Background: an optimization exercise with open tools, aiming at small area and a short achievable clock period. Do not read the settings as production practice. The RTL was checked by simulation tests, not by an equivalence proof against the original design.

==> flow/config.mk <==
export PLATFORM = sky130hd
export DESIGN_NAME = fmul
export DESIGN_NICKNAME = fmul
export VERILOG_FILES = /design/flow/design.v
export SDC_FILE = /design/flow/constraint.sdc
export NUM_CORES = 4
export LEC_CHECK = 0
export ABC_AREA = 1
export CAP_MARGIN = 20
export CORE_MARGIN = 2
export CORE_UTILIZATION = 50
export PLACE_DENSITY = 0.75
export SLEW_MARGIN = 20
==> flow/design.v <==
module fmul
  (
   input         clk,
   input         reset,
   input         req,
   input [31:0]  x,
   input [31:0]  y,
   output [31:0] rslt,
   output [4:0]  flag
   );
   reg [3:0]     st;             
   always @(posedge clk)
     st <= req ? 4'b0001 : {st[2:0], 1'b0};
   wire          xz = (x[30:23] == 8'h00);
   wire          yz = (y[30:23] == 8'h00);
   wire [23:0]   fx = {~xz, x[22:0]};
   wire [23:0]   fy = {~yz, y[22:0]};
   wire          g1 = st[0] & ~req;
   wire          g2 = st[1] & ~req;
   wire [8:0]    grp = g1 ? fx[15:7] : g2 ? fx[23:15] : {fx[7:0], 1'b0};
   reg [3:0]     bneg, bone, btwo;
   reg           xt;             
   integer       k;
   always @(posedge clk) begin
      for (k = 0; k < 4; k = k + 1) begin
         bneg[k] <= grp[2*k+2] & ~(grp[2*k+1] & grp[2*k]);
         bone[k] <= grp[2*k+1] ^ grp[2*k];
         btwo[k] <= (grp[2*k+2] & ~grp[2*k+1] & ~grp[2*k]) | (~grp[2*k+2] & grp[2*k+1] & grp[2*k]);
      end
      xt <= fx[23];
   end
   reg [23:0]    yr;             
   reg [24:0]    hr;             
   reg [23:0]    lr;             
   wire [24:0]   y2 = {yr, 1'b0};
   wire [24:0]   y1 = {1'b0, yr};
   wire [24:0]   pp0 = ((y1 & {25{bone[0]}}) | (y2 & {25{btwo[0]}})) ^ {25{bneg[0]}};
   wire [24:0]   pp1 = ((y1 & {25{bone[1]}}) | (y2 & {25{btwo[1]}})) ^ {25{bneg[1]}};
   wire [24:0]   pp2 = ((y1 & {25{bone[2]}}) | (y2 & {25{btwo[2]}})) ^ {25{bneg[2]}};
   wire [24:0]   pp3 = ((y1 & {25{bone[3]}}) | (y2 & {25{btwo[3]}})) ^ {25{bneg[3]}};
   wire [32:0]   r0 = {7'b1010101, ~bneg[0], pp0};
   wire [32:0]   r1 = {5'h00, ~bneg[1], pp1, 1'b0, bneg[0]};
   wire [32:0]   r2 = {3'h0, ~bneg[2], pp2, 1'b0, bneg[1], 2'b00};
   wire [32:0]   r3 = {1'b0, ~bneg[3], pp3, 1'b0, bneg[2], 4'h0};
   wire [24:0]   hg = hr & {25{~st[0]}};      
   wire [32:0]   rh = {7'h00, ~hg[24], hg[24], hg[23:0]};
   wire [32:0]   rx = {1'b0, yr & {24{xt & st[2]}}, 1'b0, bneg[3], 6'h00};
   function [65:0] csa(input [32:0] a, input [32:0] b, input [32:0] c);
      csa = {a ^ b ^ c, ((a & b) | (a & c) | (b & c)) << 1};
   endfunction
   wire [32:0]   s1, c1, s2, c2, s3, c3, s4, c4;
   assign {s1, c1} = csa(r0, r1, r2);
   assign {s2, c2} = csa(r3, rh, rx);
   assign {s3, c3} = csa(s1, c1, s2);
   assign {s4, c4} = csa(s3, c3, c2);
   wire [32:0]   ap = s4 ^ c4;
   wire [32:0]   ag = s4 & c4;
   reg [32:0]    pg, pp_;
   integer       l, m, j;
   always @(*) begin
      pg = ag; pp_ = ap;
      for (l = 0; l < 6; l = l + 1)
        for (m = 0; m < 33; m = m + 1)
          if ((m >> l) & 1) begin
             j = ((m >> l) << l) - 1;
             pg[m] = pg[m] | (pp_[m] & pg[j]);
             pp_[m] = pp_[m] & pp_[j];
          end
   end
   wire [32:0]   tot = ap ^ {pg[31:0], 1'b0};
   always @(posedge clk) begin
      lr <= {tot[7:0], lr[23:8]};
      hr <= tot[32:8];
   end
   function [4:0] lzc24(input [23:0] v);
      integer i;
      begin
         lzc24 = 5'd24;
         for (i = 0; i < 24; i = i + 1)
           if (v[i]) lzc24 = 5'd23 - i;
      end
   endfunction
   reg [9:0]     er;             
   reg [6:0]     qr;             
   reg           cok, nrmok, flush;
   wire [8:0]    sxy = {1'b0, x[30:23]} + {1'b0, y[30:23]};
   wire [9:0]    sxz = {1'b0, er[8:0]} + {9'h000, ~xt} + {9'h000, ~yr[23]};
   wire [4:0]    lzx = lzc24({1'b0, x[22:0]});
   wire [4:0]    lzy = lzc24({1'b0, y[22:0]});
   wire [4:0]    lz = xz ? lzx : yz ? lzy : 5'd0;
   wire [9:0]    sm = sxz - {5'h00, qr[4:0]};                
   wire [9:0]    e_l1 = sm - 10'd127;                       
   wire          e_ge = ~e_l1[9];                           
   wire [5:0]    shv = e_ge ? 6'd23 - {1'b0, qr[4:0]} : 6'd22 - sxz[5:0];   
   wire [49:0]   v0 = {hr[23:0], lr, 2'b00};
   wire [49:0]   v1 = qr[5] ? {32'h0, v0[49:32]} : v0;
   wire          k1 = qr[5] & (|v0[31:0]);
   wire [41:0]   v2 = qr[4] ? {8'h00, v1[49:16]} : v1[41:0];
   wire          k2 = qr[4] & (|v1[15:0]);
   wire [33:0]   v3 = qr[3] ? v2[41:8] : v2[33:0];
   wire          k3 = qr[3] & (|v2[7:0]);
   wire [29:0]   v4 = qr[2] ? v3[33:4] : v3[29:0];
   wire          k4 = qr[2] & (|v3[3:0]);
   wire [27:0]   v5 = qr[1] ? v4[29:2] : v4[27:0];
   wire          k5 = qr[1] & (|v4[1:0]);
   wire          c = ~(qr[0] ? v5[27] : v5[26]);
   wire          sh = c & cok;
   wire [2:0]    t = {qr[0] & ~sh, qr[0] ^ ~sh, ~qr[0] & sh};    
   wire [25:0]   nw = ({26{t[0]}} & v5[25:0]) | ({26{t[1]}} & v5[26:1]) | ({26{t[2]}} & v5[27:2]);
   wire          stk = k1 | k2 | k3 | k4 | k5 | (~t[0] & v5[0]) | (t[2] & v5[1]);
   wire [22:0]   man = nw[24:2];
   wire          gb = nw[1];
   wire          rb = nw[0];
   wire          rnd = gb & (rb | stk | man[0]);
   wire          inx = gb | rb | stk;
   wire [9:0]    expn = c ? er - 10'd1 : er;     
   wire [7:0]    e8 = nrmok ? expn[7:0] : 8'h00;
   wire          ovf = nrmok & (expn[8:0] >= 9'h0ff);
   wire          xnan = (x[30:23] == 8'hff) & (x[22:0] != 0);
   wire          ynan = (y[30:23] == 8'hff) & (y[22:0] != 0);
   wire          xinf = (x[30:23] == 8'hff) & (x[22:0] == 0);
   wire          yinf = (y[30:23] == 8'hff) & (y[22:0] == 0);
   wire          xsn = xnan & ~x[22];
   wire          ysn = ynan & ~y[22];
   wire          xzero = (x[30:0] == 0);
   wire          yzero = (y[30:0] == 0);
   wire [30:0]   nv = {e8, man};
   wire          all1 = &man;
   wire [30:0]   nr = nv + {30'h0, rnd};
   wire          c23 = rnd & all1;                       
   wire          uf = inx & (e8 == 8'h00) & (~c23 | ~rb);   
   wire          of = c23 & (e8 == 8'hfe);
   reg [31:0]    o_r;
   reg [4:0]     o_f;
   always @(*) begin
      o_r = {x[31] ^ y[31], 31'h0}; o_f = 5'h00;
      if (xnan) begin
         o_r = x | 32'h00400000;
         o_f[4] = xsn | ysn;
      end else if (ynan) begin
         o_r = y | 32'h00400000;
         o_f[4] = ysn;
      end else if ((xinf & yzero) | (yinf & xzero)) begin
         o_r = 32'hffc00000; o_f[4] = 1'b1;
      end else if (xinf | yinf) begin
         o_r[30:0] = 31'h7f800000;
      end else if (xzero | yzero) begin
      end else if (flush) begin
         o_f[1:0] = 2'b11;
      end else if (ovf) begin
         o_r[30:0] = 31'h7f800000; o_f[2] = 1'b1; o_f[0] = 1'b1;
      end else begin
         o_r[30:0] = nr;
         o_f[2:0] = {of, uf, inx};
      end
   end
   always @(posedge clk) begin
      if (req)
        yr <= fy;
      else if (st[3])
        yr <= o_r[23:0];
      if (req)
        er <= {1'b0, sxy};
      else if (st[1])
        er <= sm - 10'd126;
      else if (st[3])
        er <= {2'b00, o_r[31:24]};
      if (st[0])
        qr <= {2'b00, lz};
      else if (st[1])
        qr <= {1'b0, shv};
      else if (st[3])
        qr <= {2'b00, o_f};
      if (st[1]) begin
         cok <= e_ge & (e_l1 != 10'd0);
         nrmok <= e_ge;
         flush <= (sxz[8:0] <= 9'd99);          
      end
   end
   assign rslt = {er[7:0], yr};
   assign flag = qr[4:0];
endmodule
==> flow/standard.sh <==
#!/bin/bash
# synth_recipe.tcl (not shown) runs the flow's synth.tcl, then flattens the netlist and writes it again
# the make line also repeats each setting of config.mk as NAME=value (left out here)
make -C /OpenROAD-flow-scripts/flow DESIGN_CONFIG=/design/flow/config.mk WORK_HOME=/design/flow/orfs CLKGATE_MAP_FILE= SYNTH_SCRIPT=/design/flow/synth_recipe.tcl "${@:-finish}"
==> flow/flow/run.sh <==
#!/bin/bash
export SETUP_SLACK_MARGIN=${SETUP_SLACK_MARGIN_OVERRIDE:-6.25}
export BUFFER_PORTS_ARGS="-buffer_cell sky130_fd_sc_hd__buf_1"
bash standard.sh > standard_flow.log 2>&1
==> flow/constraint.sdc <==
create_clock -name core_clock -period 11.0 [get_ports {clk}]
set_input_delay 2.2000 -clock core_clock [delete_from_list [all_inputs] [get_ports {clk}]]
set_output_delay 2.2000 -clock core_clock [all_outputs]
set_load 0.01 [all_outputs]
==> results of run 1 <==
## state kept, by name, indices dropped and copies added (netlist names), 5 cells and up
signal  count
er          9
flag        5
hr         25
lr         24
yr         24
## metal layers
layer	vias up	track usage (%)	part of all wire, %
met3	157	5.004	9.4
met4	0	12.65	4.2
met2	952	50.85	45
met5	-	0	0
li1	7613	-	-
met1	7707	43.59	41
## cell usage in the layout, fill, tap and decap left out, drive strengths merged, types with 19 or more instances in the layout
cell	count
nor3	29
inv	336
fa	100
nand4	21
xnor2	28
ha	74
nor4	19
o22ai	100
a21oi	82
nand2	443
nor2	154
edfxtp	41
buf	145
o21ai	78
xor2	141
dfxtp	67
nand3	387
## metrics by stage
step,instance area [µm²],std cells
floorplan,15480,2276
global placement,15950,2689
detailed placement,15950,2689
CTS,16510,2720
global route,16880,2736
finish,16880,2736
## worst paths after layout
check                from      to  slack [ns]  cells past startpoint
setup / recovery  bneg[3]  hr[21]        6.39                     21
hold / removal     lr[15]   lr[7]        0.38                      0
setup reg to reg  bneg[3]  hr[21]        6.39                     21
hold reg to reg    lr[15]   lr[7]        0.38                      0
## timing repair
action / in CTS / in global routing
resized for setup: 44 / 57
hold buffers: 0 / 0
pin swaps: 1 / 9
cloned: 5 / 0
setup endpoints to repair: 56 / 39
setup buffers: 10 / 14
## cell families after synthesis
family,count (synthesis),synth area share (%)
xor+xnor,169,9.656
buf+inv,452,12.05
compound gates,304,11.45
mux,1,0.06464
fa+ha+maj,174,18.91
simple gates,1068,31.26
flops,108,16.61
## layout make-up
cell class	count	share of cell area, %
well taps	396	2.934
clock inverters	7	0.3927
inverters	348	8.136
repair buffers	146	4.928
diodes	2	0.02964
repair inverters	4	0.1778
clock buffers	9	1.334
flip-flops and latches	108	15.32
multi-input cells	1716	66.75
==> out/metrics.cfg, run 1 <==
[finish]
multi_input_area_mm2 = 0.01127
fillCellCount = 2911
area_delta_synth_final_pct = 9.041
finish.utilization_pct = 55.34
drive_above_1_share_pct = 7.442
ff_latch_area_mm2 = 0.002586
layout.nets = 2574

[setup_path]
crit_buf_inv = 5
worstSetupStartpointType = register
cp_top_family = adder cells
cp_slowest_cell = dfxtp_2
end_kind = register
slowest_delay_ns = 0.61
critPathMaxFanout = 18
crit_type = register to register
critPathArrivalTime_ns = 4.91
cp_data_required_time_ns = 11.30
path_cells = inv_4 > xor2_1 > fa_1 > inv_1 > fa_1 > inv_1 > fa_1 > inv_1 > ha_1 > a21oi_1 > inv_1 > a21oi_1 > nor2_1 > nor2_1 > o221ai_2 > a21oi_4 > nor2_4 > nor2_2 > nor2_1 > nor2_1 > xnor2_1

[clock_network]
h-tree-depth = 3
clockRootBuffer = clkbuf_16
clock-sinks = 108
clkTransAtPathRegs_ns = 0.08
cts_buffer_depth = 2
cts_buffers = 9
tritoncts = built
insertion_delay_ns = 0.38

[synthesis]
netlist.area_leader.share_pct = 12.93
ys_top_cells_by_area = fa_1, nand3_1, nand2_1, dfxtp_1, inv_1
syn_inst = 2276
ys_warn_count = 1
synth-edff-count = 41
synth_cell_types = 60
synthesis.nets = 2517
yosysMostFrequentCell = nand2_1
ys_seq_elements = 108
synthArstFlopShare_pct = 0
syn_area_per_cell_um2 = 6.804
yosysTopAreaCell = fa_1
seq_area_frac_synth_pct = 16.61
syn_area_mm2 = 0.01548
yosys_most_used_dff = dfxtp_1
synth_common_cells = nand2_1, nand3_1, inv_1, nor2_1, xor2_1

[detailed_routing]
wl_um = 53110
wl_per_cell_um = 19.41
drt-initial-drc-count = 1986
vias = 16430
drtPass1Iterations = 5
drc = 0
vias_per_cell = 6.005
ant_nets = 0

[timing]
fin_crit_ns = 4.614
slew_violations = 0
period_share_pct = 41.94
finalHoldViolCount = 0
setup_violations = 0
hold_ws_ns = 0.3756
fin_worst_skew_ns = 0.01886
worst_pin_slew_ns = 0.9535
rsz0062_at_grt = yes
setup_slack_ns = 6.386
tns_ns = 0
fmax_ghz = 0.2168
slew_headroom_pct = 36.28

[placement]
post-place-ws_ns = 5.261
dpl.hpwl_um = 40260
routabilityCongestion = 0.9904
portBuffers = 102

[global_route]
grt_max_degree = 72
grt_overflow = 0
grt_usage_pct = 31.96
grt_pass1_wl_um = 82460
grt_pass1_vias = 15350
antenna_found_initial = 2

[worst_hold_path]
hold_class = register to register

[die]
io_pins = 104
die_area_mm2 = 0.03239
core_mm2 = 0.03051
floorplan.initialDensity_pct = 50.75
die_w_um = 180.0
fp-row-count = 64
die_h_um = 180.0

[run]
maxCapViolations = 0

[run_status]
outcome = no timing/DRC/antenna violations

==> inputs of run 2 (changes only) <==
--- a/flow/config.mk
+++ b/flow/config.mk
@@ -9,5 +9,5 @@
 export CAP_MARGIN = 20
 export CORE_MARGIN = 2
 export CORE_UTILIZATION = 50
-export PLACE_DENSITY = 0.75
+export PLACE_DENSITY = 0.85
 export SLEW_MARGIN = 20
==> out/metrics.cfg, run 2 <==
[synthesis]
synth_cell_types = 60  ; unchanged
syn_inst = 2276  ; unchanged
yosys_most_used_dff = dfxtp_1
synthesis.nets = 2517  ; unchanged
synth-edff-count = 41  ; unchanged
ys_warn_count = 1  ; unchanged
yosysMostFrequentCell = nand2_1
syn_area_mm2 = 0.01548  ; unchanged
seq_area_frac_synth_pct = 16.61  ; unchanged
yosysTopAreaCell = fa_1
ys_top_cells_by_area = fa_1, nand3_1, nand2_1, dfxtp_1, inv_1
synthArstFlopShare_pct = 0  ; unchanged
synth_common_cells = nand2_1, nand3_1, inv_1, nor2_1, xor2_1
ys_seq_elements = 108  ; unchanged
netlist.area_leader.share_pct = 12.93  ; unchanged
syn_area_per_cell_um2 = 6.804  ; unchanged

[finish]
area_delta_synth_final_pct = 11.42
layout.nets = 2595  ; +0.82%
largest_reg_flops = 25  ; unchanged
layout_common_cells = nand2_1, nand3_1, inv_1, xor2_1, nor2_1
final_area_mm2 = 0.01725  ; +2.2%
layout_commonest_cell = nand2_1
drive_above_1_share_pct = 9.453  ; +2.0 points
top_regs = hr x25, lr x24, yr x24
top_register = hr

[die]
core_mm2 = 0.03051  ; unchanged
io_pins = 104  ; unchanged
die_area_mm2 = 0.03239  ; unchanged
die_h_um = 180.0  ; unchanged
floorplan.initialDensity_pct = 50.75  ; unchanged
fp-row-count = 64  ; unchanged
die_w_um = 180.0  ; unchanged

[timing]
rsz0062_at_grt = yes
tns_ns = 0  ; unchanged
worst_pin_slew_ns = 0.9997  ; +0.04618 ns
slew_headroom_pct = 33.19  ; -3.1 points
slew_violations = 0  ; unchanged
setup_violations = 0  ; unchanged
fmax_ghz = 0.2090  ; -3.6%
period_share_pct = 43.50  ; +1.6 points
finalHoldViolCount = 0  ; unchanged
fin_worst_skew_ns = 0.02936  ; +0.01050 ns
fin_crit_ns = 4.785  ; +0.1717 ns

[clock_network]
cts_buffers = 9  ; unchanged
clockRootBuffer = clkbuf_16
tritoncts = built
clkTransAtPathRegs_ns = 0.09  ; about the same
cts_buffer_depth = 2  ; unchanged
hold_buffers = 0  ; unchanged
insertion_delay_ns = 0.38  ; about the same
clock-sinks = 108  ; unchanged
h-tree-depth = 3  ; unchanged

[setup_path]
crit_type = register to register
cp_data_required_time_ns = 11.27  ; -0.03 ns
path_cells = clkinv_1 > o22ai_1 > xor2_1 > fa_1 > fa_1 > inv_1 > fa_1 > inv_1 > ha_1 > nand4_1 > nor4_4 > a21oi_4 > nor2_4 > nor2_1 > a21oi_1 > xor2_1
end_kind = register
slowest_delay_ns = 0.49  ; -0.12 ns
critPathArrivalTime_ns = 5.06  ; +0.15 ns
critPathMaxFanout = 9  ; -9
worstSetupStartpointType = register
critical_path.most_common_cell = fa_1
cp_slowest_cell = fa_1

[global_route]
antenna_found_initial = 6  ; +4
grt_usage_pct = 32.69  ; +0.74 points
grt_overflow = 0  ; unchanged
grt_pass1_wl_um = 84880  ; +2.9%
grt_pass1_vias = 15890  ; +3.5%
grt_max_degree = 72  ; unchanged

[detailed_routing]
wl_um = 55750  ; +5.0%
vias = 16890  ; +2.8%
drc = 0  ; unchanged
vias_per_cell = 6.119  ; +1.9%
drt-initial-drc-count = 2200  ; +11%
wl_per_cell_um = 20.20  ; +4.1%
ant_nets = 0  ; unchanged
drtPass1Iterations = 6  ; +1

[placement]
portBuffers = 102  ; unchanged
placed_cell_area_mm2 = 0.01593  ; -0.14%
routabilityCongestion = 1.001  ; +1.1%
dpl.hpwl_um = 41330  ; +2.7%

[worst_hold_path]
hold_class = register to register

[run]
maxCapViolations = 0  ; unchanged

[run_status]
outcome = no timing/DRC/antenna violations

run 2: cell counts after synthesis:
No cell type changed its count.
run 2: what timing repair did:
| item | 4_1_cts | 5_1_grt |
|---|---|---|
| pin swaps | 0 | 24 |
| resized for setup | 57 | 80 |
| cloned | 8 | 1 |
| buffers inserted | 13 | 31 |
| setup endpoints to repair | 56 | 43 |
run 2: critical path, delay by kind of cell, from the launching register on:
family | cells | cell delay [ns]
AOI/OAI and AO/OA | 3 | 0.58
xor gates and xnor gates | 2 | 0.46
buffers and inverters | 3 | 0.42
adders and majority gates | 4 | 1.81
and+or+nand+nor | 4 | 0.99
DFF | 1 | 0.44
run 2: per-stage QoR:
stage	std cells	worst slack, ns	hold slack (ns)	utilization [%]
after global placement	2686	5.368	0.3578	52.20
final	2760	6.215	0.3742	56.55
after global routing	2757	6.115	0.3781	56.52
after detailed placement	2686	5.312	0.3627	52.20
after floorplan	2276	6.390	0.3437	-
after CTS	2723	6.225	0.3726	54.33
run 2: routing by layer:
| layer | up-vias | track usage (%) | routed length (µm) |
|---|---|---|---|
| li1 | 7655 | - | - |
| met1 | 7862 | 42.54 | 21420 |
| met2 | 1127 | 52.18 | 24820 |
| met3 | 243 | 7.172 | 6396 |
| met4 | 2 | 14.50 | 3098 |
| met5 | - | 0 | 16 |
run 2: final timing paths:
check        depth (start not counted)   start      to  slack [ns]
min                                  0  lr[15]   lr[7]        0.37
min reg2reg                          0  lr[15]   lr[7]        0.37
max reg2reg                         16  yr[19]  hr[22]        6.21
max                                 16  yr[19]  hr[22]        6.21
run 2: area by class of cell:
| class | count | area (µm²) |
|---|---|---|
| repair inverters | 7 | 52.55 |
| diodes | 5 | 12.51 |
| repair buffers | 164 | 1006 |
| multi-input cells | 1716 | 11380 |
| inverters | 348 | 1398 |
| clock buffers | 10 | 239.0 |
| well taps | 396 | 495.5 |
| fillers | 2794 | 13260 |
| flip-flops and latches | 108 | 2604 |
| clock inverters | 6 | 65.06 |
run 2: cells by family (layout without fill, tap and decap cells):
kind of cell,count (synthesis),after routing,synth area share [%]
buffers and inverters,452,535,12.05
adders and majority gates,174,174,18.91
and+or+nand+nor,1068,1068,31.26
xor gates and xnor gates,169,169,9.656
DFF,108,108,16.61
other,0,5,0
AOI/OAI and AO/OA,304,304,11.45
muxes,1,1,0.06464
==> inputs of run 3 (changes only) <==
--- a/flow/config.mk
+++ b/flow/config.mk
@@ -9,5 +9,5 @@
 export CAP_MARGIN = 20
 export CORE_MARGIN = 2
 export CORE_UTILIZATION = 50
-export PLACE_DENSITY = 0.85
+export PLACE_DENSITY = 0.92
 export SLEW_MARGIN = 20
==> out/metrics.cfg, run 3 <==
[run_status]
outcome = no timing/DRC/antenna violations

[detailed_routing]
drtPass1Iterations = 10  ; +4
vias_per_cell = 6.269  ; +2.5%
wl_um = 56990  ; +2.2%
ant_nets = 0  ; unchanged
vias = 17240  ; +2.1%
drc = 0  ; unchanged
drt-initial-drc-count = 2552  ; +16%
wl_per_cell_um = 20.72  ; +2.6%

[finish]
top_register = hr
layout_commonest_cell = nand2_1
top_regs = hr x25, lr x24, yr x24
finish.utilization_pct = 55.79  ; -0.76 points
area_delta_synth_final_pct = 9.915
layout.nets = 2589  ; -0.23%
largest_reg_flops = 25  ; unchanged
drive_above_1_share_pct = 8.415  ; -1.0 points
layout_common_cells = nand2_1, nand3_1, inv_1, xor2_1, nor2_1

[die]
die_h_um = 180.0  ; unchanged
die_area_mm2 = 0.03239  ; unchanged
core_mm2 = 0.03051  ; unchanged
die_w_um = 180.0  ; unchanged
fp-row-count = 64  ; unchanged
io_pins = 104  ; unchanged
floorplan.initialDensity_pct = 50.75  ; unchanged

[synthesis]
seq_area_frac_synth_pct = 16.61  ; unchanged
synth_common_cells = nand2_1, nand3_1, inv_1, nor2_1, xor2_1
yosysTopAreaCell = fa_1
syn_area_mm2 = 0.01548  ; unchanged
ys_seq_elements = 108  ; unchanged
syn_area_per_cell_um2 = 6.804  ; unchanged
syn_inst = 2276  ; unchanged
synthArstFlopShare_pct = 0  ; unchanged
ys_top_cells_by_area = fa_1, nand3_1, nand2_1, dfxtp_1, inv_1
synth-edff-count = 41  ; unchanged
yosys_most_used_dff = dfxtp_1
netlist.area_leader.share_pct = 12.93  ; unchanged
yosysMostFrequentCell = nand2_1
synthesis.nets = 2517  ; unchanged
ys_warn_count = 1  ; unchanged
synth_cell_types = 60  ; unchanged

[global_route]
grt_util_met1_pct = 41.52  ; -1.0 points
antenna_found_initial = 2  ; -4
grt_overflow = 0  ; unchanged
grt_usage_pct = 32.28  ; -0.41 points
top_usage_layer = met2
grt_pass1_wl_um = 83970  ; -1.1%
grt_max_degree = 72  ; unchanged
use_met3_pct = 5.855  ; -1.3 points
grt_pass1_vias = 15880  ; -0.069%
met2_usage_pct = 51.69  ; -0.49 points

[timing]
slew_violations = 0  ; unchanged
fin_worst_skew_ns = 0.03203  ; +0.002670 ns
tns_ns = 0  ; unchanged
rsz0062_at_grt = yes
hold_ws_ns = 0.3741  ; -0.00007000 ns
fmax_ghz = 0.2028  ; -2.9%
setup_violations = 0  ; unchanged
worst_pin_slew_ns = 1.018  ; +0.01857 ns
finalHoldViolCount = 0  ; unchanged
slew_headroom_pct = 31.95  ; -1.2 points
period_share_pct = 44.82  ; +1.3 points
fin_crit_ns = 4.930  ; +0.1451 ns

[setup_path]
crit_type = register to register
end_kind = register
cp_data_required_time_ns = 11.29  ; +0.02 ns
worstSetupStartpointType = register
critPathArrivalTime_ns = 5.22  ; +0.16 ns
critPathMaxFanout = 19  ; +10

[placement]
dpl.hpwl_um = 41030  ; -0.72%
portBuffers = 102  ; unchanged
routabilityCongestion = 1.010  ; +0.93%

[clock_network]
cts_buffers = 9  ; unchanged
clkTransAtPathRegs_ns = 0.09  ; about the same
insertion_delay_ns = 0.39  ; about the same
cts_buffer_depth = 2  ; unchanged
clock-sinks = 108  ; unchanged
clockRootBuffer = clkbuf_16
h-tree-depth = 3  ; unchanged
tritoncts = built

[worst_hold_path]
hold_class = register to register

[run]
maxCapViolations = 0  ; unchanged

[run 3: cell count changes in the layout (fill, tap and decap cells not counted), sizes merged]
cell      before  now
clkbuf        11   12
clkinvlp      18   16
buf          162  157
clkinv        12   11
inv          331  333
bufbuf         1    0
diode          5    1
[run 3: path summary, 6_finish.rpt]
| check | cells past startpoint | startpoint | slack [ns] | end |
|---|---|---|---|---|
| worst max-delay path | 22 | st[0] | 6.07 | hr[21] |
| worst min-delay path | 0 | lr[10] | 0.37 | lr[2] |
| worst max register to register | 22 | st[0] | 6.07 | hr[21] |
| worst min register to register | 0 | lr[10] | 0.37 | lr[2] |
[run 3: repair_timing]
item / CTS / global route
setup buffers: 11 / 27
resized for setup: 50 / 70
gates cloned: 5 / 3
pin swaps: 1 / 14
hold buffers: 0 / 0
endpoints found under the setup margin: 60 / 45
hold endpoints to repair: 0 / 0
[run 3: cells by family (layout without fill, tap and decap cells)]
| group | count (synthesis) | in the layout | synth area share, % |
|---|---|---|---|
| flops | 108 | 108 | 16.61 |
| xor+xnor | 169 | 169 | 9.656 |
| fa+ha+maj | 174 | 174 | 18.91 |
| compound gates | 304 | 304 | 11.45 |
| simple gates | 1068 | 1068 | 31.26 |
| buf+inv | 452 | 529 | 12.05 |
| other cells | 0 | 1 | 0 |
| mux | 1 | 1 | 0.06464 |
[run 3: area by class of cell]
| type | instances | area [µm²] |
|---|---|---|
| inverter | 348 | 1383 |
| tap | 396 | 495.5 |
| timing repair buffer | 160 | 958.4 |
| sequential | 108 | 2608 |
| clock buffer | 9 | 225.2 |
| fill | 2736 | 13490 |
| clock inverter | 7 | 67.56 |
| multi-input combinational | 1716 | 11240 |
| timing repair inverter | 5 | 37.54 |
| antenna | 1 | 2.502 |
[run 3: worst max-delay path: stages, from the launching register on]
cell and delay [ns]:
dfxtp_2 0.44, inv_2 0.24, buf_6 0.26, nand2_1 0.13, fa_1 0.54, inv_1 0.07, fa_1 0.53, inv_1 0.06
fa_1 0.50, inv_1 0.06, ha_1 0.37, a21oi_1 0.22, inv_1 0.08, a21oi_1 0.19, nor2_1 0.08, nor2_2 0.15
o221ai_2 0.16, a21oi_4 0.19, nor2_4 0.06, nor2_2 0.11, nor2_1 0.08, nor2_1 0.15, xnor2_1 0.16
[run 3: through the flow]
stage / area [µm²] / instances / worst slack, ns
3_3_place_gp: 15930 / 2687 / 5.271
2_1_floorplan: 15480 / 2276 / 6.390
4_1_cts: 16490 / 2719 / 6.252
3_5_place_dp: 15930 / 2687 / 5.207
6_report: 17020 / 2750 / 6.070
5_1_grt: 17020 / 2750 / 6.030
[run 3: routing by layer]
layer / wire length (µm) / vias up
li1: - / 7639
met1: 20250 / 7868
met2: 25280 / 1376
met3: 7220 / 354
met4: 4174 / 4
met5: 65 / -
==> inputs of run 4 (changes only) <==
==> flow/flow/run.sh (replaced) <==
#!/bin/bash
set -e
export BUFFER_PORTS_ARGS="-buffer_cell sky130_fd_sc_hd__buf_1"
SETUP_SLACK_MARGIN=5.5 bash standard.sh cts > standard_flow_cts.log 2>&1
SETUP_SLACK_MARGIN=6.25 bash standard.sh finish > standard_flow.log 2>&1
--- a/flow/config.mk
+++ b/flow/config.mk
@@ -9,5 +9,4 @@
 export CAP_MARGIN = 20
 export CORE_MARGIN = 2
 export CORE_UTILIZATION = 50
-export PLACE_DENSITY = 0.92
 export SLEW_MARGIN = 20
==> out/metrics.cfg, run 4 <==
[die]
die_h_um = 180.0  ; unchanged
io_pins = 104  ; unchanged
die_w_um = 180.0  ; unchanged
fp-row-count = 64  ; unchanged
floorplan.initialDensity_pct = 50.75  ; unchanged
core_mm2 = 0.03051  ; unchanged
die_area_mm2 = 0.03239  ; unchanged

[global_route]
grt_pass1_vias = 14840  ; -6.5%
grt_usage_pct = 32.82  ; +0.53 points
grt_pass1_wl_um = 83550  ; -0.50%
grt_max_degree = 72  ; unchanged
antenna_found_initial = 3  ; +1
grt_overflow = 0  ; unchanged

[run]
maxCapViolations = 0  ; unchanged

[synthesis]
yosys.area_share.xor_xnor_pct = 9.656  ; unchanged
syn_area_per_cell_um2 = 6.804  ; unchanged
synthesis.nets = 2517  ; unchanged
synth-edff-count = 41  ; unchanged
ys_warn_count = 1  ; unchanged
ys_top_cells_by_area = fa_1, nand3_1, nand2_1, dfxtp_1, inv_1
syn_inst = 2276  ; unchanged
synth_top_family_by_area = simple AND/OR/NAND/NOR gates
post_synth_mux_area_share_pct = 0.06464  ; unchanged
netlist.area_leader.share_pct = 12.93  ; unchanged
synth_cell_types = 60  ; unchanged
ys_seq_elements = 108  ; unchanged
synth_compound_area_share_pct = 11.45  ; unchanged
synth_simple_gate_area_share_pct = 31.26  ; unchanged
yosysTopAreaCell = fa_1
synth_common_cells = nand2_1, nand3_1, inv_1, nor2_1, xor2_1
yosys_most_used_dff = dfxtp_1
syn_area_mm2 = 0.01548  ; unchanged
synthAdderAreaFrac_pct = 18.91  ; unchanged
yosysMostFrequentCell = nand2_1
seq_area_frac_synth_pct = 16.61  ; unchanged
synthArstFlopShare_pct = 0  ; unchanged

[timing]
rsz0062_at_grt = yes
period_share_pct = 41.99  ; -2.8 points
finalHoldViolCount = 0  ; unchanged
hold_ws_ns = 0.3739  ; -0.0002550 ns
tns_ns = 0  ; unchanged
worst_pin_slew_ns = 1.017  ; -0.001630 ns
fin_crit_ns = 4.619  ; -0.3116 ns
setup_violations = 0  ; unchanged
slew_headroom_pct = 32.06  ; +0.11 points
fin_worst_skew_ns = 0.01253  ; -0.01950 ns
fmax_ghz = 0.2165  ; +6.7%
slew_violations = 0  ; unchanged

[setup_path]
critPathArrivalTime_ns = 4.91  ; -0.31 ns
cp_top_family = adder cells
worstSetupStartpointType = register
path_cells = inv_2 > o22ai_2 > xor2_1 > fa_1 > inv_1 > fa_1 > fa_1 > ha_4 > a21o_1 > a31oi_4 > o21bai_2 > a21oi_2 > o31ai_1 > buf_4 > a21oi_4 > nor2_1 > a21oi_2 > xor2_1
cp_data_required_time_ns = 11.29  ; about the same
slowest_delay_ns = 0.56  ; +0.02 ns
crit_type = register to register
crit_buf_inv = 3  ; -3
critPathMaxFanout = 5  ; -14
cp_slowest_cell = fa_1
end_kind = register
critical_path.most_common_cell = fa_1

[finish]
multi_input_area_mm2 = 0.01131  ; +0.62%
fillCellCount = 3079  ; +13%
drive_above_1_share_pct = 9.359  ; +0.94 points
layout.nets = 2608  ; +0.73%
largest_reg_flops = 25  ; unchanged
ff_latch_area_mm2 = 0.002603  ; -0.19%
top_regs = hr x25, lr x24, yr x24
top_register = hr
layout_commonest_cell = nand2_1
layout_common_cells = nand2_1, nand3_1, inv_1, xor2_1, nor2_1
area_delta_synth_final_pct = 12.19
finish.utilization_pct = 56.94  ; +1.2 points

[clock_network]
clock-sinks = 108  ; unchanged
tritoncts = built
clkTransAtPathRegs_ns = 0.09  ; about the same
cts_buffer_depth = 2  ; unchanged
h-tree-depth = 3  ; unchanged
cts_buffers = 9  ; unchanged
clockRootBuffer = clkbuf_16
insertion_delay_ns = 0.37  ; -0.02 ns

[detailed_routing]
vias = 16350  ; -5.2%
drtPass1Iterations = 6  ; -4
m1WireLength_um = 24710  ; +22%
wl_met2_um = 25290  ; about the same
drt-initial-drc-count = 1876  ; -26%
ant_nets = 0  ; unchanged
wl_um = 57120  ; +0.23%
vias_per_cell = 5.903  ; -5.8%
wl_met3_um = 4877  ; -32%
drc = 0  ; unchanged
wl_per_cell_um = 20.62  ; -0.49%
maxUsedRoutingLayer = met5

[placement]
dpl.hpwl_um = 42890  ; +4.5%
portBuffers = 102  ; unchanged
routabilityCongestion = 0.9864  ; -2.4%

[worst_hold_path]
hold_class = register to register

[run_status]
outcome = no timing/DRC/antenna violations

[run 4: cell counts after synthesis]
Identical to the previous run, type by type.
[run 4: area by class of cell]
cell class,count,share of cell area [%]
Multi-Input combinational cell,1716,65.12
Sequential cell,108,14.98
Inverter,348,8.081
Timing Repair Buffer,176,6.727
Tap cell,396,2.852
Clock buffer,9,1.296
Clock inverter,7,0.5618
Timing Repair inverter,8,0.3529
Antenna cell,2,0.02881
[run 4: final timing paths]
path,start,to,cells after the start,slack [ns]
setup / recovery,yr[5],hr[18],18,6.38
hold / removal,lr[14],lr[6],0,0.37
setup reg to reg,yr[5],hr[18],18,6.38
hold reg to reg,lr[14],lr[6],0,0.37
[run 4: cells by family after synthesis]
kind of cell | count (synthesis)
and+or+nand+nor | 1068
buffers and inverters | 452
AOI/OAI and AO/OA | 304
adders and majority gates | 174
xor gates and xnor gates | 169
DFF | 108
muxes | 1
[run 4: layer usage]
| layer | global-route usage, % | up-vias |
|---|---|---|
| met3 | 4.133 | 142 |
| met1 | 46.56 | 7747 |
| met2 | 51.86 | 773 |
| met5 | 0 | - |
| li1 | - | 7685 |
| met4 | 10.76 | 4 |
[run 4: repair_timing]
| item | 4_1_cts | 5_1_grt |
|---|---|---|
| endpoints found under the setup margin | 0 | 62 |
| gates resized for setup | 0 | 129 |
| hold buffers | 0 | 0 |
| setup buffers | 0 | 52 |
[run 4: per-stage QoR]
stage	area (µm²)	worst slack [ns]	instances
floorplan	15480	6.390	2276
global placement	15940	5.306	2688
finish	17370	6.381	2770
global route	17370	6.182	2768
detailed placement	15940	5.322	2688
CTS	16260	5.559	2704
==> inputs of run 5 (changes only) <==
--- a/flow/design.v
+++ b/flow/design.v
@@ -31,6 +31,7 @@
    end
    reg [23:0]    yr;             
    reg [24:0]    hr;             
+   reg [2:0]     hc;             
    reg [23:0]    lr;             
    wire [24:0]   y2 = {yr, 1'b0};
    wire [24:0]   y1 = {1'b0, yr};
@@ -53,24 +54,16 @@
    assign {s2, c2} = csa(r3, rh, rx);
    assign {s3, c3} = csa(s1, c1, s2);
    assign {s4, c4} = csa(s3, c3, c2);
-   wire [32:0]   ap = s4 ^ c4;
-   wire [32:0]   ag = s4 & c4;
-   reg [32:0]    pg, pp_;
-   integer       l, m, j;
-   always @(*) begin
-      pg = ag; pp_ = ap;
-      for (l = 0; l < 6; l = l + 1)
-        for (m = 0; m < 33; m = m + 1)
-          if ((m >> l) & 1) begin
-             j = ((m >> l) << l) - 1;
-             pg[m] = pg[m] | (pp_[m] & pg[j]);
-             pp_[m] = pp_[m] & pp_[j];
-          end
-   end
-   wire [32:0]   tot = ap ^ {pg[31:0], 1'b0};
+   wire [2:0]    hci = hc & {3{~st[0]}};
+   wire [9:0]    a0 = {1'b0, s4[7:0], 1'b1}   + {1'b0, c4[7:0], hci[0]};
+   wire [9:0]    a1 = {1'b0, s4[15:8], 1'b1}  + {1'b0, c4[15:8], hci[1]};
+   wire [9:0]    a2 = {1'b0, s4[23:16], 1'b1} + {1'b0, c4[23:16], hci[2]};
+   wire [8:0]    a3 = s4[32:24] + c4[32:24];
+   wire [32:0]   tot = {a3, a2[8:1], a1[8:1], a0[8:1]};
    always @(posedge clk) begin
       lr <= {tot[7:0], lr[23:8]};
       hr <= tot[32:8];
+      hc <= {a2[9], a1[9], a0[9]};
    end
    function [4:0] lzc24(input [23:0] v);
       integer i;
@@ -92,7 +85,8 @@
    wire [9:0]    e_l1 = sm - 10'd127;                       
    wire          e_ge = ~e_l1[9];                           
    wire [5:0]    shv = e_ge ? 6'd23 - {1'b0, qr[4:0]} : 6'd22 - sxz[5:0];   
-   wire [49:0]   v0 = {hr[23:0], lr, 2'b00};
+   wire [23:0]   hf = hr[23:0] + {7'h00, hc[2], 7'h00, hc[1], 7'h00, hc[0]};
+   wire [49:0]   v0 = {hf, lr, 2'b00};
    wire [49:0]   v1 = qr[5] ? {32'h0, v0[49:32]} : v0;
    wire          k1 = qr[5] & (|v0[31:0]);
    wire [41:0]   v2 = qr[4] ? {8'h00, v1[49:16]} : v1[41:0];
@@ -103,11 +97,13 @@
    wire          k4 = qr[2] & (|v3[3:0]);
    wire [27:0]   v5 = qr[1] ? v4[29:2] : v4[27:0];
    wire          k5 = qr[1] & (|v4[1:0]);
-   wire          c = ~(qr[0] ? v5[27] : v5[26]);
+   wire [26:0]   w  = qr[0] ? v5[27:1] : v5[26:0];
+   wire          k6 = qr[0] & v5[0];
+   wire          stk0 = k1 | k2 | k3 | k4 | k5 | k6;
+   wire          c = ~w[26];
    wire          sh = c & cok;
-   wire [2:0]    t = {qr[0] & ~sh, qr[0] ^ ~sh, ~qr[0] & sh};    
-   wire [25:0]   nw = ({26{t[0]}} & v5[25:0]) | ({26{t[1]}} & v5[26:1]) | ({26{t[2]}} & v5[27:2]);
-   wire          stk = k1 | k2 | k3 | k4 | k5 | (~t[0] & v5[0]) | (t[2] & v5[1]);
+   wire [25:0]   nw = sh ? w[25:0] : w[26:1];
+   wire          stk = stk0 | (~sh & w[0]);
    wire [22:0]   man = nw[24:2];
    wire          gb = nw[1];
    wire          rb = nw[0];
==> flow/flow/run.sh (replaced) <==
#!/bin/bash
export SETUP_SLACK_MARGIN=${SETUP_SLACK_MARGIN_OVERRIDE:-6.5}
bash standard.sh > standard_flow.log 2>&1
==> out/metrics.cfg, run 5 <==
[run_status]
outcome = no timing/DRC/antenna violations

[synthesis]
synthArstFlopShare_pct = 0  ; unchanged
seq_area_frac_synth_pct = 15.16  ; -1.4 points
yosys_most_used_dff = dfxtp_1
syn_inst = 2731  ; +20%
syn_area_per_cell_um2 = 6.357  ; -6.6%
ys_top_cells_by_area = nand2_1, nand3_1, fa_1, dfxtp_1, xor2_1
synth-edff-count = 41  ; unchanged
ys_warn_count = 1  ; unchanged
netlist.area_leader.share_pct = 14.64  ; +1.7 points
yosysMostFrequentCell = nand2_1
yosysTopAreaCell = nand2_1
synth_cell_types = 56  ; -6.7%
ys_seq_elements = 111  ; +2.8%
synthesis.nets = 2975  ; +18%
synth_common_cells = nand2_1, nand3_1, inv_1, nor2_1, xor2_1
syn_area_mm2 = 0.01736  ; +12%

[detailed_routing]
drt-initial-drc-count = 2277  ; +21%
drc = 0  ; unchanged
wl_per_cell_um = 20.00  ; -3.0%
wl_um = 66040  ; +16%
vias = 19290  ; +18%
drtPass1Iterations = 6  ; unchanged
ant_nets = 0  ; unchanged
vias_per_cell = 5.840  ; -1.1%

[global_route]
grt_usage_pct = 35.44  ; +2.6 points
grt_max_degree = 46  ; -36%
antenna_found_initial = 1  ; -2
grt_overflow = 0  ; unchanged
grt_pass1_wl_um = 99260  ; +19%
grt_pass1_vias = 17850  ; +20%

[clock_network]
cts_buffers = 9  ; unchanged
insertion_delay_ns = 0.40  ; +0.03 ns
clkTransAtPathRegs_ns = 0.09  ; about the same
hold_buffers = 0  ; unchanged
cts_buffer_depth = 2  ; unchanged
clock-sinks = 111  ; +2.8%
h-tree-depth = 3  ; unchanged
tritoncts = built
clockRootBuffer = clkbuf_16

[die]
floorplan.initialDensity_pct = 50.51  ; -0.25 points
die_area_mm2 = 0.03623  ; +12%
die_h_um = 190.3  ; +5.8%
fp-row-count = 68  ; +6.3%
die_w_um = 190.3  ; +5.8%
core_mm2 = 0.03437  ; +13%
io_pins = 104  ; unchanged

[finish]
largest_reg_flops = 25  ; unchanged
finish.utilization_pct = 59.43  ; +2.5 points
layout.nets = 3086  ; +18%
top_regs = hr x25, lr x24, yr x24
top_register = hr
fillCellCount = 3345  ; +8.6%
drive_above_1_share_pct = 13.63  ; +4.3 points
area_delta_synth_final_pct = 17.67
final_cells = 3303  ; +19%
layout_common_cells = nand2_1, nand3_1, inv_1, nor2_1, xor2_1
layout_commonest_cell = nand2_1

[setup_path]
critPathMaxFanout = 10  ; +5
crit_type = input pin to register
reg2regPathDepth = 20  ; +2
reg2reg_from = yr[11]
r2r_slack_ns = 6.67  ; +0.29 ns
end_kind = register
worstSetupStartpointType = input pin
critPathArrivalTime_ns = 4.60  ; -0.31 ns
regToRegEndpoint = hc[2]
cp_data_required_time_ns = 11.15  ; -0.14 ns

[placement]
dpl.hpwl_um = 49610  ; +16%
post-place-cells = 3191  ; +19%
routabilityCongestion = 0.9785  ; -0.80%
portBuffers = 102  ; unchanged

[timing]
worst_pin_slew_ns = 0.8505  ; -0.1662 ns
fin_worst_skew_ns = 0.01505  ; +0.002519 ns
tns_ns = 0  ; unchanged
period_share_pct = 40.46  ; -1.5 points
slew_violations = 0  ; unchanged
fin_crit_ns = 4.451  ; -0.1681 ns
fmax_ghz = 0.2247  ; +3.8%
rsz0062_at_grt = yes
setup_violations = 0  ; unchanged
finalHoldViolCount = 0  ; unchanged
hold_ws_ns = 0.3750  ; +0.001135 ns
slew_headroom_pct = 42.82  ; +11 points

[worst_hold_path]
hold_start = lr[8]
min_to = lr[0]
min_path_cells = 0  ; unchanged
hold_class = register to register

[run]
maxCapViolations = 0  ; unchanged

## run 5: cell count changes after synthesis, moves of 18 or more
cell | previous run | this run
nand3_1 | 375 | 430
nand2_1 | 426 | 677
xnor2_1 | 27 | 9
o21ai_0 | 56 | 79
buf_1 | 12 | 30
or2_2 | 6 | 24
nor2_1 | 142 | 199
inv_1 | 331 | 358
## run 5: how the worst max path moves through the flow
stage | slack (ns) | cells past startpoint | end | startpoint
3_3_place_gp | 5.33 | 17 | yr[18] | y[20]
2_1_floorplan | 6.58 | 21 | hc[2] | bneg[3]
3_5_place_dp | 5.26 | 17 | yr[18] | y[20]
6_report | 6.55 | 14 | flag[4] | y[11]
4_1_cts | 6.44 | 18 | hr[24] | btwo[2]
5_1_grt | 6.43 | 31 | yr[18] | hr[0]
## run 5: per-stage QoR
| step | instance area [µm²] | worst slack (ns) |
|---|---|---|
| floorplan | 17360 | 6.577 |
| global placement | 18570 | 5.325 |
| detailed placement | 18570 | 5.255 |
| CTS | 19290 | 6.439 |
| global route | 20430 | 6.426 |
| finish | 20430 | 6.549 |
## run 5: critical path, stage by stage
cell             delay (ns)
clkdlybuf4s50_1        0.48
nor2_2                 0.18
nand2_1                0.11
nor2_2                 0.16
nand2_1                0.11
nor2_4                 0.14
inv_1                  0.10
nand2_4                0.11
clkinvlp_4             0.11
buf_4                  0.19
a221oi_2               0.24
nor2_1                 0.08
nor2_2                 0.25
o211ai_1               0.13
## run 5: logic make-up after synthesis
family / count (synthesis) / synth area share (%)
XOR/XNOR: 165 / 8.324
buffers and inverters: 501 / 11.36
adder cells (fa/ha/maj): 177 / 17.04
flip-flops: 111 / 15.16
AO/OA/AOI/OAI: 313 / 10.65
multiplexers: 1 / 0.05766
AND/OR/NAND/NOR: 1463 / 37.41
## run 5: final cells by class
type	instances	area (µm²)	area share (%)
Clock buffer	9	225.2	1.102
Antenna cell	1	2.502	0.01225
Sequential cell	111	2659	13.02
Clock inverter	7	77.57	0.3797
Timing Repair Buffer	201	1883	9.218
Multi-Input combinational cell	2123	13400	65.62
Tap cell	455	569.3	2.787
Timing Repair inverter	12	88.84	0.4349
Inverter	384	1519	7.436
## run 5: layer usage
metal / GRT usage [%] / wire [µm] / part of all wire (%)
met2: 58.69 / 30750 / 47
met3: 5.815 / 5770 / 8.7
met4: 13.80 / 2408 / 3.6
met5: 0 / 0 / 0
met1: 46.18 / 27120 / 41
## run 5: timing repair
action | CTS | global route
resized for setup | 71 | 169
setup endpoints to repair | 49 | 50
setup buffers | 15 | 63
cloned | 9 | 7
pin swaps | 6 | 41
==> inputs of run 6 (changes only) <==
--- a/flow/design.v
+++ b/flow/design.v
@@ -31,7 +31,6 @@
    end
    reg [23:0]    yr;             
    reg [24:0]    hr;             
-   reg [2:0]     hc;             
    reg [23:0]    lr;             
    wire [24:0]   y2 = {yr, 1'b0};
    wire [24:0]   y1 = {1'b0, yr};
@@ -54,16 +53,24 @@
    assign {s2, c2} = csa(r3, rh, rx);
    assign {s3, c3} = csa(s1, c1, s2);
    assign {s4, c4} = csa(s3, c3, c2);
-   wire [2:0]    hci = hc & {3{~st[0]}};
-   wire [9:0]    a0 = {1'b0, s4[7:0], 1'b1}   + {1'b0, c4[7:0], hci[0]};
-   wire [9:0]    a1 = {1'b0, s4[15:8], 1'b1}  + {1'b0, c4[15:8], hci[1]};
-   wire [9:0]    a2 = {1'b0, s4[23:16], 1'b1} + {1'b0, c4[23:16], hci[2]};
-   wire [8:0]    a3 = s4[32:24] + c4[32:24];
-   wire [32:0]   tot = {a3, a2[8:1], a1[8:1], a0[8:1]};
+   wire [32:0]   ap = s4 ^ c4;
+   wire [32:0]   ag = s4 & c4;
+   reg [32:0]    pg, pp_;
+   integer       l, m, j;
+   always @(*) begin
+      pg = ag; pp_ = ap;
+      for (l = 0; l < 6; l = l + 1)
+        for (m = 0; m < 33; m = m + 1)
+          if ((m >> l) & 1) begin
+             j = ((m >> l) << l) - 1;
+             pg[m] = pg[m] | (pp_[m] & pg[j]);
+             pp_[m] = pp_[m] & pp_[j];
+          end
+   end
+   wire [32:0]   tot = ap ^ {pg[31:0], 1'b0};
    always @(posedge clk) begin
       lr <= {tot[7:0], lr[23:8]};
       hr <= tot[32:8];
-      hc <= {a2[9], a1[9], a0[9]};
    end
    function [4:0] lzc24(input [23:0] v);
       integer i;
@@ -85,8 +92,7 @@
    wire [9:0]    e_l1 = sm - 10'd127;                       
    wire          e_ge = ~e_l1[9];                           
    wire [5:0]    shv = e_ge ? 6'd23 - {1'b0, qr[4:0]} : 6'd22 - sxz[5:0];   
-   wire [23:0]   hf = hr[23:0] + {7'h00, hc[2], 7'h00, hc[1], 7'h00, hc[0]};
-   wire [49:0]   v0 = {hf, lr, 2'b00};
+   wire [49:0]   v0 = {hr[23:0], lr, 2'b00};
    wire [49:0]   v1 = qr[5] ? {32'h0, v0[49:32]} : v0;
    wire          k1 = qr[5] & (|v0[31:0]);
    wire [41:0]   v2 = qr[4] ? {8'h00, v1[49:16]} : v1[41:0];
@@ -97,13 +103,11 @@
    wire          k4 = qr[2] & (|v3[3:0]);
    wire [27:0]   v5 = qr[1] ? v4[29:2] : v4[27:0];
    wire          k5 = qr[1] & (|v4[1:0]);
-   wire [26:0]   w  = qr[0] ? v5[27:1] : v5[26:0];
-   wire          k6 = qr[0] & v5[0];
-   wire          stk0 = k1 | k2 | k3 | k4 | k5 | k6;
-   wire          c = ~w[26];
+   wire          c = ~(qr[0] ? v5[27] : v5[26]);
    wire          sh = c & cok;
-   wire [25:0]   nw = sh ? w[25:0] : w[26:1];
-   wire          stk = stk0 | (~sh & w[0]);
+   wire [2:0]    t = {qr[0] & ~sh, qr[0] ^ ~sh, ~qr[0] & sh};    
+   wire [25:0]   nw = ({26{t[0]}} & v5[25:0]) | ({26{t[1]}} & v5[26:1]) | ({26{t[2]}} & v5[27:2]);
+   wire          stk = k1 | k2 | k3 | k4 | k5 | (~t[0] & v5[0]) | (t[2] & v5[1]);
    wire [22:0]   man = nw[24:2];
    wire          gb = nw[1];
    wire          rb = nw[0];
@@ -120,59 +124,58 @@
    wire          ysn = ynan & ~y[22];
    wire          xzero = (x[30:0] == 0);
    wire          yzero = (y[30:0] == 0);
-   wire [30:0]   nv = {e8, man};
-   wire          all1 = &man;
-   wire [30:0]   nr = nv + {30'h0, rnd};
-   wire          c23 = rnd & all1;                       
-   wire          uf = inx & (e8 == 8'h00) & (~c23 | ~rb);   
-   wire          of = c23 & (e8 == 8'hfe);
-   reg [31:0]    o_r;
-   reg [4:0]     o_f;
+   reg           o_sgn, o_inc, o_f4, o_f2, o_f0, o_ufa, o_ufb, o_nm;
+   reg [30:0]    o_v;
    always @(*) begin
-      o_r = {x[31] ^ y[31], 31'h0}; o_f = 5'h00;
+      o_sgn = x[31] ^ y[31]; o_v = 31'h0; o_inc = 1'b0; o_f4 = 1'b0; o_f2 = 1'b0; o_f0 = 1'b0;
+      o_ufa = 1'b0; o_ufb = 1'b0; o_nm = 1'b0;
       if (xnan) begin
-         o_r = x | 32'h00400000;
-         o_f[4] = xsn | ysn;
+         o_sgn = x[31]; o_v = x[30:0] | 31'h00400000;
+         o_f4 = xsn | ysn;
       end else if (ynan) begin
-         o_r = y | 32'h00400000;
-         o_f[4] = ysn;
+         o_sgn = y[31]; o_v = y[30:0] | 31'h00400000;
+         o_f4 = ysn;
       end else if ((xinf & yzero) | (yinf & xzero)) begin
-         o_r = 32'hffc00000; o_f[4] = 1'b1;
+         o_sgn = 1'b1; o_v = 31'h7fc00000; o_f4 = 1'b1;
       end else if (xinf | yinf) begin
-         o_r[30:0] = 31'h7f800000;
+         o_v = 31'h7f800000;
       end else if (xzero | yzero) begin
       end else if (flush) begin
-         o_f[1:0] = 2'b11;
+         o_f0 = 1'b1; o_ufa = 1'b1; o_ufb = 1'b1;
       end else if (ovf) begin
-         o_r[30:0] = 31'h7f800000; o_f[2] = 1'b1; o_f[0] = 1'b1;
+         o_v = 31'h7f800000; o_f2 = 1'b1; o_f0 = 1'b1;
       end else begin
-         o_r[30:0] = nr;
-         o_f[2:0] = {of, uf, inx};
+         o_v = {e8, man}; o_inc = rnd; o_f0 = inx; o_nm = 1'b1;
+         o_ufa = inx & (e8 == 8'h00);
+         o_ufb = inx & (e8 == 8'h00) & ~rb;
       end
    end
    always @(posedge clk) begin
       if (req)
         yr <= fy;
       else if (st[3])
-        yr <= o_r[23:0];
+        yr <= o_v[23:0];
       if (req)
         er <= {1'b0, sxy};
       else if (st[1])
         er <= sm - 10'd126;
       else if (st[3])
-        er <= {2'b00, o_r[31:24]};
+        er <= {o_f4, o_inc, o_sgn, o_v[30:24]};
       if (st[0])
         qr <= {2'b00, lz};
       else if (st[1])
         qr <= {1'b0, shv};
       else if (st[3])
-        qr <= {2'b00, o_f};
+        qr <= {2'b00, o_nm, o_ufb, o_ufa, o_f2, o_f0};
       if (st[1]) begin
          cok <= e_ge & (e_l1 != 10'd0);
          nrmok <= e_ge;
          flush <= (sxz[8:0] <= 9'd99);          
       end
    end
-   assign rslt = {er[7:0], yr};
-   assign flag = qr[4:0];
+   wire [30:0]   rv = {er[6:0], yr};
+   wire          c23 = er[8] & (&rv[22:0]);            
+   assign rslt = {er[7], rv + {30'h0, er[8]}};
+   assign flag = {er[9], 1'b0, qr[1] | (qr[4] & c23 & (rv[30:23] == 8'hfe)),
+                  qr[3] | (qr[2] & ~c23), qr[0]};
 endmodule
==> flow/flow/run.sh (replaced) <==
#!/bin/bash
export SETUP_SLACK_MARGIN=${SETUP_SLACK_MARGIN_OVERRIDE:-6}
export BUFFER_PORTS_ARGS="-buffer_cell sky130_fd_sc_hd__buf_1"
bash standard.sh > standard_flow.log 2>&1
==> out/metrics.cfg, run 6 <==
[die]
fp-row-count = 63  ; -7.4%
io_pins = 104  ; unchanged
die_w_um = 178.0  ; -6.5%
die_area_mm2 = 0.03169  ; -13%
floorplan.initialDensity_pct = 50.95  ; +0.44 points
core_mm2 = 0.02972  ; -14%
die_h_um = 178.0  ; -6.5%

[detailed_routing]
vias = 15650  ; -19%
ant_nets = 0  ; unchanged
vias_per_cell = 5.734  ; -1.8%
wl_um = 54090  ; -18%
drtPass1Iterations = 5  ; -1
drc = 0  ; unchanged
drt-initial-drc-count = 1519  ; -33%
wl_per_cell_um = 19.82  ; -0.88%

[timing]
rsz0062_at_grt = yes
worst_pin_slew_ns = 0.9348  ; +0.08433 ns
fin_crit_ns = 5.436  ; +0.9850 ns
fmax_ghz = 0.1840  ; -18%
period_share_pct = 49.42  ; +9.0 points
fin_worst_skew_ns = 0.01310  ; -0.001949 ns
slew_headroom_pct = 37.30  ; -5.5 points
slew_violations = 0  ; unchanged
setup_slack_ns = 5.564  ; -0.9850 ns
finalHoldViolCount = 0  ; unchanged
setup_violations = 0  ; unchanged
tns_ns = 0  ; unchanged

[global_route]
grt_max_degree = 50  ; +8.7%
grt_pass1_vias = 14420  ; -19%
grt_overflow = 0  ; unchanged
antenna_found_initial = 0  ; -1
grt_usage_pct = 33.93  ; -1.5 points
grt_pass1_wl_um = 81750  ; -18%

[clock_network]
tritoncts = built
cts_buffer_depth = 2  ; unchanged
clockRootBuffer = clkbuf_16
clock-sinks = 109  ; -1.8%
h-tree-depth = 3  ; unchanged
hold_buffers = 0  ; unchanged
insertion_delay_ns = 0.39  ; about the same
clkTransAtPathRegs_ns = 0.08  ; about the same
cts_buffers = 9  ; unchanged

[finish]
top_regs = hr x25, lr x24, yr x24
layout_common_cells = nand2_1, inv_1, nor2_1, xor2_1, o22ai_1
area_delta_synth_final_pct = 13.35
layout.nets = 2579  ; -16%
fillCellCount = 2970  ; -11%
drive_above_1_share_pct = 10.30  ; -3.3 points
largest_reg_flops = 25  ; unchanged
n_antenna_cell = 0  ; -1
top_register = hr
layout_commonest_cell = nand2_1

[synthesis]
synth-edff-count = 41  ; unchanged
seq_area_frac_synth_pct = 17.12  ; +2.0 points
synth_common_cells = nand2_1, inv_1, nor2_1, xor2_1, o22ai_1
yosysMostFrequentCell = nand2_1
ys_warn_count = 1  ; unchanged
ys_seq_elements = 109  ; -1.8%
netlist.area_leader.share_pct = 13.22  ; -1.4 points
syn_area_mm2 = 0.01514  ; -13%
yosysTopAreaCell = fa_1
synthArstFlopShare_pct = 0  ; unchanged
ys_top_cells_by_area = fa_1, nand2_1, xor2_1, dfxtp_1, edfxtp_1
syn_area_per_cell_um2 = 6.860  ; +7.9%
synth_cell_types = 59  ; +5.4%
syn_inst = 2207  ; -19%
yosys_most_used_dff = dfxtp_1
synthesis.nets = 2452  ; -18%

[setup_path]
cp_data_required_time_ns = 8.80  ; -2.35 ns
critPathArrivalTime_ns = 3.24  ; -1.36 ns
worstSetupStartpointType = register
crit_type = register to output port
critPathMaxFanout = 3  ; -7
end_kind = output port

[placement]
dpl.hpwl_um = 41990  ; -15%
routabilityCongestion = 0.9348  ; -4.5%
post-place-ws_ns = 5.232  ; -0.02322 ns
portBuffers = 101  ; -0.98%

[run_status]
outcome = no timing/DRC/antenna violations

[worst_hold_path]
hold_class = register to register

[run]
maxCapViolations = 0  ; unchanged

[run 6: cell types whose count changed after synthesis, sizes merged, moves of 17 or more]
| cell | change |
|---|---|
| nand3 | -345 |
| nand2 | -214 |
| inv | -53 |
| o21ai | +36 |
| buf | -24 |
| mux2i | +22 |
| o22ai | +21 |
| or2 | -19 |
| o221ai | +18 |
| nor2 | +17 |
[run 6: area by class of cell]
| cell class | count | area (µm²) | share of cell area [%] |
|---|---|---|---|
| multi-input combinational | 1663 | 11130 | 64.82 |
| sequential | 109 | 2595 | 15.12 |
| timing repair buffer | 206 | 1286 | 7.494 |
| clock buffer | 10 | 239.0 | 1.392 |
| tap | 390 | 488.0 | 2.843 |
| timing repair inverter | 2 | 12.51 | 0.07290 |
| clock inverter | 6 | 50.05 | 0.2916 |
| inverter | 343 | 1366 | 7.961 |
[run 6: critical path, cell delays in order (launching register included)]
cell	delay, ns
edfxtp_1	0.53
ha_4	0.20
nand3_4	0.07
nor2_4	0.12
nand2_2	0.09
nor3_4	0.22
nand3_2	0.16
nor2_4	0.14
nand4_1	0.21
nor3_4	0.26
nand3_2	0.18
nor2_4	0.14
nand3_2	0.10
buf_4	0.16
xor2_1	0.13
buf_2	0.14
[run 6: timing repair]
action	CTS	global route
gates resized for setup	58	56
pin swaps	23	34
setup buffers	39	46
endpoints found under the setup margin	37	63
cloned	0	3
[run 6: cell families (layout without fill, tap and decap cells)]
group                      Yosys count  count (layout)  share of synthesized area [%]
and+or+nand+nor                    908             908                          25.18
buffers and inverters              435             567                          11.34
AOI/OAI and AO/OA                  378             378                          14.92
adders and majority gates          178             178                          19.67
xor gates and xnor gates           175             175                          10.22
DFF                                109             109                          17.12
muxes                               23              23                          1.521
other                                1               1                        0.02477
[run 6: routing by layer]
| metal | vias to the layer above | part of all wire (%) | global-route usage, % |
|---|---|---|---|
| met2 | 690 | 46 | 54.04 |
| met1 | 7403 | 42 | 44.85 |
| met4 | 2 | 4.1 | 14.11 |
| met5 | - | 0.11 | 1.603 |
| met3 | 116 | 8.0 | 6.671 |
| li1 | 7438 | - | - |
[run 6: final timing paths]
| check | startpoint | end | slack (ns) | depth (start not counted) |
|---|---|---|---|---|
| worst min register to register | lr[13] | lr[5] | 0.37 | 0 |
| worst max register to register | yr[0] | hr[12] | 6.01 | 25 |
| worst min-delay path | lr[13] | lr[5] | 0.37 | 0 |
| worst max-delay path | yr[0] | rslt[27] | 5.56 | 15 |
[run 6: through the flow]
step	instances	hold WS [ns]	cell area, µm²	utilization, %
after global routing	2729	0.3805	17160	57.75
after floorplan	2207	0.3471	15160	-
after global placement	2625	0.3605	15740	52.95
final	2729	0.3676	17160	57.75
after CTS	2680	0.3727	16580	55.78
after detailed placement	2625	0.3638	15740	52.95

-- port drivers added, routing unchanged --
No port has a modelled driver above. Below, the same layouts with a new extraction and two added sets of constraints.
Step 1, drivers: a clkbuf_16 drives clk and a buf_2 each remaining input, both assumed.
Step 2, shift: input delay + t, output delay - t, t = (earliest + latest rising clock arrival at the registers) / 2. This alone moves slack from input paths to output paths.
Slacks: ideal ports / drivers / drivers and shift; pairs: ideal ports / drivers.
| run | shift t [ns] | setup WS [ns] | worst register clock-pin slew, ns |
|---|---|---|---|
| run 1 | 0.420 | 6.386 / 6.386 / 6.099 | 0.09 / 0.09 |
| run 2 | 0.416 | 6.215 / 6.215 / 6.050 | 0.10 / 0.10 |
| run 3 | 0.423 | 6.070 / 6.070 / 6.070 | 0.10 / 0.10 |
| run 4 | 0.420 | 6.381 / 6.381 / 6.021 | 0.09 / 0.09 |
| run 5 | 0.455 | 6.549 / 6.578 / 6.123 | 0.09 / 0.09 |
| run 6 | 0.435 | 5.564 / 5.510 / 5.830 | 0.08 / 0.08 |
After both steps every run listed still meets setup and hold. The setup slack of run 5, which loses most, moves by +0.029 ns with the drivers and by -0.426 ns with both steps.
